This is an optimization exercise on Yosys and OpenROAD, whose aim is small area, not a production implementation. Where RTL was checked, it was by simulation tests only, not by an equivalence proof against the original. The clock port is modelled as an ideal driver, which makes a skipped or thinned clock tree look cheaper than it is; a real chip needs a root buffer or a tree. No activity file was given, so power comes from the tool's default toggle rates.

==> flow/design.v <==
`timescale 1ns / 1ps
module MAGS(
    input [15:0] x,
    input [15:0] y,
    output [15:0] a,
    output [15:0] b,
    output s
    );
wire nz = (|x) & (|y);
assign a = (x[15] ? -x : x) & {16{nz}};
assign b = (y[15] ? -y : y) & {16{nz}};
assign s = (x[15] ^ y[15]) & nz;
endmodule
module ROBA(
    input [15:0] a,
    input [15:0] b,
    input        s,
    output [31:0] p
    );
function [4:0] rexp;
    input [15:0] v;
    integer i;
    reg [3:0] e;
    reg up;
    begin
        e = 4'd0; up = 1'b0;
        for (i = 1; i < 16; i = i + 1)
            if (v[i]) begin
                e = i;
                up = (i >= 2) ? v[i-1] : 1'b0;
            end
        rexp = {up, e + up};
    end
endfunction
wire [4:0] ra = rexp(a);
wire [4:0] rb = rexp(b);
wire [3:0] ea = ra[3:0];
wire [3:0] eb = rb[3:0];
wire [16:0] d;
genvar i;
generate
    for (i = 0; i < 15; i = i + 1) begin : g_d
        assign d[i] = (|b[15:i+1]) ? b[i] : rb[4];
    end
endgenerate
assign d[15] = rb[4];
assign d[16] = rb[4];
wire [16:0] an = s ? -{1'b0, a} : {1'b0, a};
wire [16:0] dn = d ^ {17{s}};
wire [29:0] t1 = {{13{an[16]}}, an} << eb;
wire [44:0] t2w = {{13{dn[16]}}, dn, {15{s}}} << ea;
wire [29:0] t2 = t2w[44:15];
wire [29:0] lo;
SUMX sum(t1, t2, s, lo);
assign p = {s, s | (a[15] & b[15]), lo};
endmodule
module SUMX(
    input [29:0] t1,
    input [29:0] t2,
    input        s,
    output [29:0] p
    );
assign p = t1 + t2 + s;
endmodule
`timescale 1ns / 1ps
module mult_top(
    input clk,
    input  [15:0] x,
    input  [15:0] y,
    output reg [31:0] p_out
    );
    reg [15:0] X_abs;
    reg [15:0] Y_abs;
    reg        P_sign;
    wire [15:0] xa;
    wire [15:0] ya;
    wire        s;
    wire [31:0] P_vec;
    MAGS mags(x, y, xa, ya, s);
    ROBA mult(X_abs, Y_abs, P_sign, P_vec);
    always @(posedge clk)
    begin
        p_out  <= P_vec;
        X_abs  <= xa;
        Y_abs  <= ya;
        P_sign <= s;
    end
endmodule
clock: 10.0 ns
lec_check: 0
cap_margin: 0
cell_pad_in_sites_detail_placement: 0
cell_pad_in_sites_global_placement: 0
core_margin: 2
core_utilization: 70
gpl_timing_driven: 0
place_density: 0.75
slew_margin: 0
standard.sh (not shown) runs the stock make flow with config.mk's settings and CLKGATE_MAP_FILE= SYNTH_SCRIPT=/design/flow/synth_recipe.tcl, a recipe that flattens the netlist after the stock synthesis.
==> flow/flow/run.sh <==
#!/bin/bash
# Own area-oriented synthesis (flow/synth.tcl), then the standard layout
# with single-strength port buffers and a small clock tree. Full tool output
# goes to flow.log here; ORFS's per-step logs are under orfs/logs/.
# The adder module keeps the structure Yosys gives it (one mapping pass);
# the rounding and shifting module gets LUT mapping with don't-care
# resynthesis (mfs) before cell mapping; the rest a plain area script. 
# After CTS, flow/clock_tree.tcl replaces TritonCTS's two-level tree with
# four clkbuf_8 leaves driven from the clock port, one per register cluster.
set -euo pipefail
HERE=$(pwd)
export MY_ABC_SCRIPTS="MAGS:$HERE/flow/abc_area.script ROBA:$HERE/flow/abc_mfs.script SUMX:$HERE/flow/abc_keep.script mult_top:$HERE/flow/abc_keep.script"
export MY_CTS_N=4 MY_CTS_CELL=sky130_fd_sc_hd__clkbuf_8 MY_CTS_PORT=clk
export MY_CTS_SLACKCAP=1 MY_CTS_SLEW_LIMIT=0.115
bash standard.sh SYNTH_SCRIPT=$HERE/flow/synth.tcl \
  POST_CTS_TCL=$HERE/flow/clock_tree.tcl \
  "BUFFER_PORTS_ARGS=-buffer_cell sky130_fd_sc_hd__buf_1" \
  "CTS_ARGS=-sink_clustering_enable -repair_clock_nets -dont_use_dummy_load -root_buf sky130_fd_sc_hd__clkbuf_4 -buf_list sky130_fd_sc_hd__clkbuf_4" \
  finish > $HERE/flow.log 2>&1
Other scripts of this flow, unchanged in this note and not shown: flow/flow/abc_area.script, flow/flow/abc_keep.script, flow/flow/abc_mfs.script, flow/flow/clock_tree.tcl, flow/flow/synth.tcl
The baseline finished with timing, DRC and antenna clean.
Edit:
--- a/flow/design.v
+++ b/flow/design.v
@@ -17,33 +17,43 @@
     input        s,
     output [31:0] p
     );
 function [4:0] rexp;
     input [15:0] v;
     integer i;
+    reg [15:0] h;      
     reg [3:0] e;
     reg up;
     begin
+        h[15] = 1'b1;
+        for (i = 14; i >= 0; i = i - 1)
+            h[i] = h[i+1] & ~v[i+1];
         e = 4'd0; up = 1'b0;
-        for (i = 1; i < 16; i = i + 1)
-            if (v[i]) begin
-                e = i;
-                up = (i >= 2) ? v[i-1] : 1'b0;
-            end
+        for (i = 0; i < 16; i = i + 1)
+            if (v[i] & h[i]) e = e | i;
+        for (i = 2; i < 16; i = i + 1)
+            up = up | (v[i] & h[i] & v[i-1]);
         rexp = {up, e + up};
     end
 endfunction
 wire [4:0] ra = rexp(a);
 wire [4:0] rb = rexp(b);
 wire [3:0] ea = ra[3:0];
 wire [3:0] eb = rb[3:0];
-wire [16:0] d;
+wire [15:0] hb;      
+assign hb[15] = 1'b1;
 genvar i;
 generate
+    for (i = 14; i >= 0; i = i - 1) begin : g_h
+        assign hb[i] = hb[i+1] & ~b[i+1];
+    end
+endgenerate
+wire [16:0] d;
+generate
     for (i = 0; i < 15; i = i + 1) begin : g_d
-        assign d[i] = (|b[15:i+1]) ? b[i] : rb[4];
+        assign d[i] = hb[i] ? rb[4] : b[i];
     end
 endgenerate
 assign d[15] = rb[4];
 assign d[16] = rb[4];
 wire [16:0] an = s ? -{1'b0, a} : {1'b0, a};
 wire [16:0] dn = d ^ {17{s}};
Global-route usage came out lower by 0.79 points.
Sequential power stays flat.
Setup slack gets worse by 1400 ps.
Hold slack improved by 42 ps.
Cell area shrinks by 0.80%.
Fmax is lower by 16%.
Cell count decreases by 1.4%.
Clock power drops by 2.7%.
Die area is lower by 0.67%.
Via count came out lower by 1.4%.
First-iteration DRC count falls by 0.42%.
No functional check of the RTL was part of the second run of this note. No run of this note takes its clock network from TritonCTS; it comes from the design's own scripts or RTL.

re-timing with driven ports:
The flow's constraints put no driver on any port. The routed layouts listed below were extracted and timed again, unchanged, in two steps.
Step 1: set_driving_cell puts a clkbuf_16 on clk and a buf_2 on each other input, an assumption about the parent block.
Step 2 also shifts input and output timing later by t, the mid clock arrival at the registers, as if the neighbouring blocks saw the same clock.
Slacks: ideal / step 1 / step 2; pairs: ideal / step 1.
run	t (ns)	setup slack, ns	worst hold slack (ns)	worst setup path at the end	clock arrival spread, ns
the first run	0.224	2.199 / 2.199 / 2.199	0.547 / 0.547 / 0.547	register to register	0.010 / 0.010
the second run	0.222	0.768 / 0.768 / 0.768	0.589 / 0.589 / 0.589	register to register	0.005 / 0.005
After both steps every run listed still meets setup and hold.
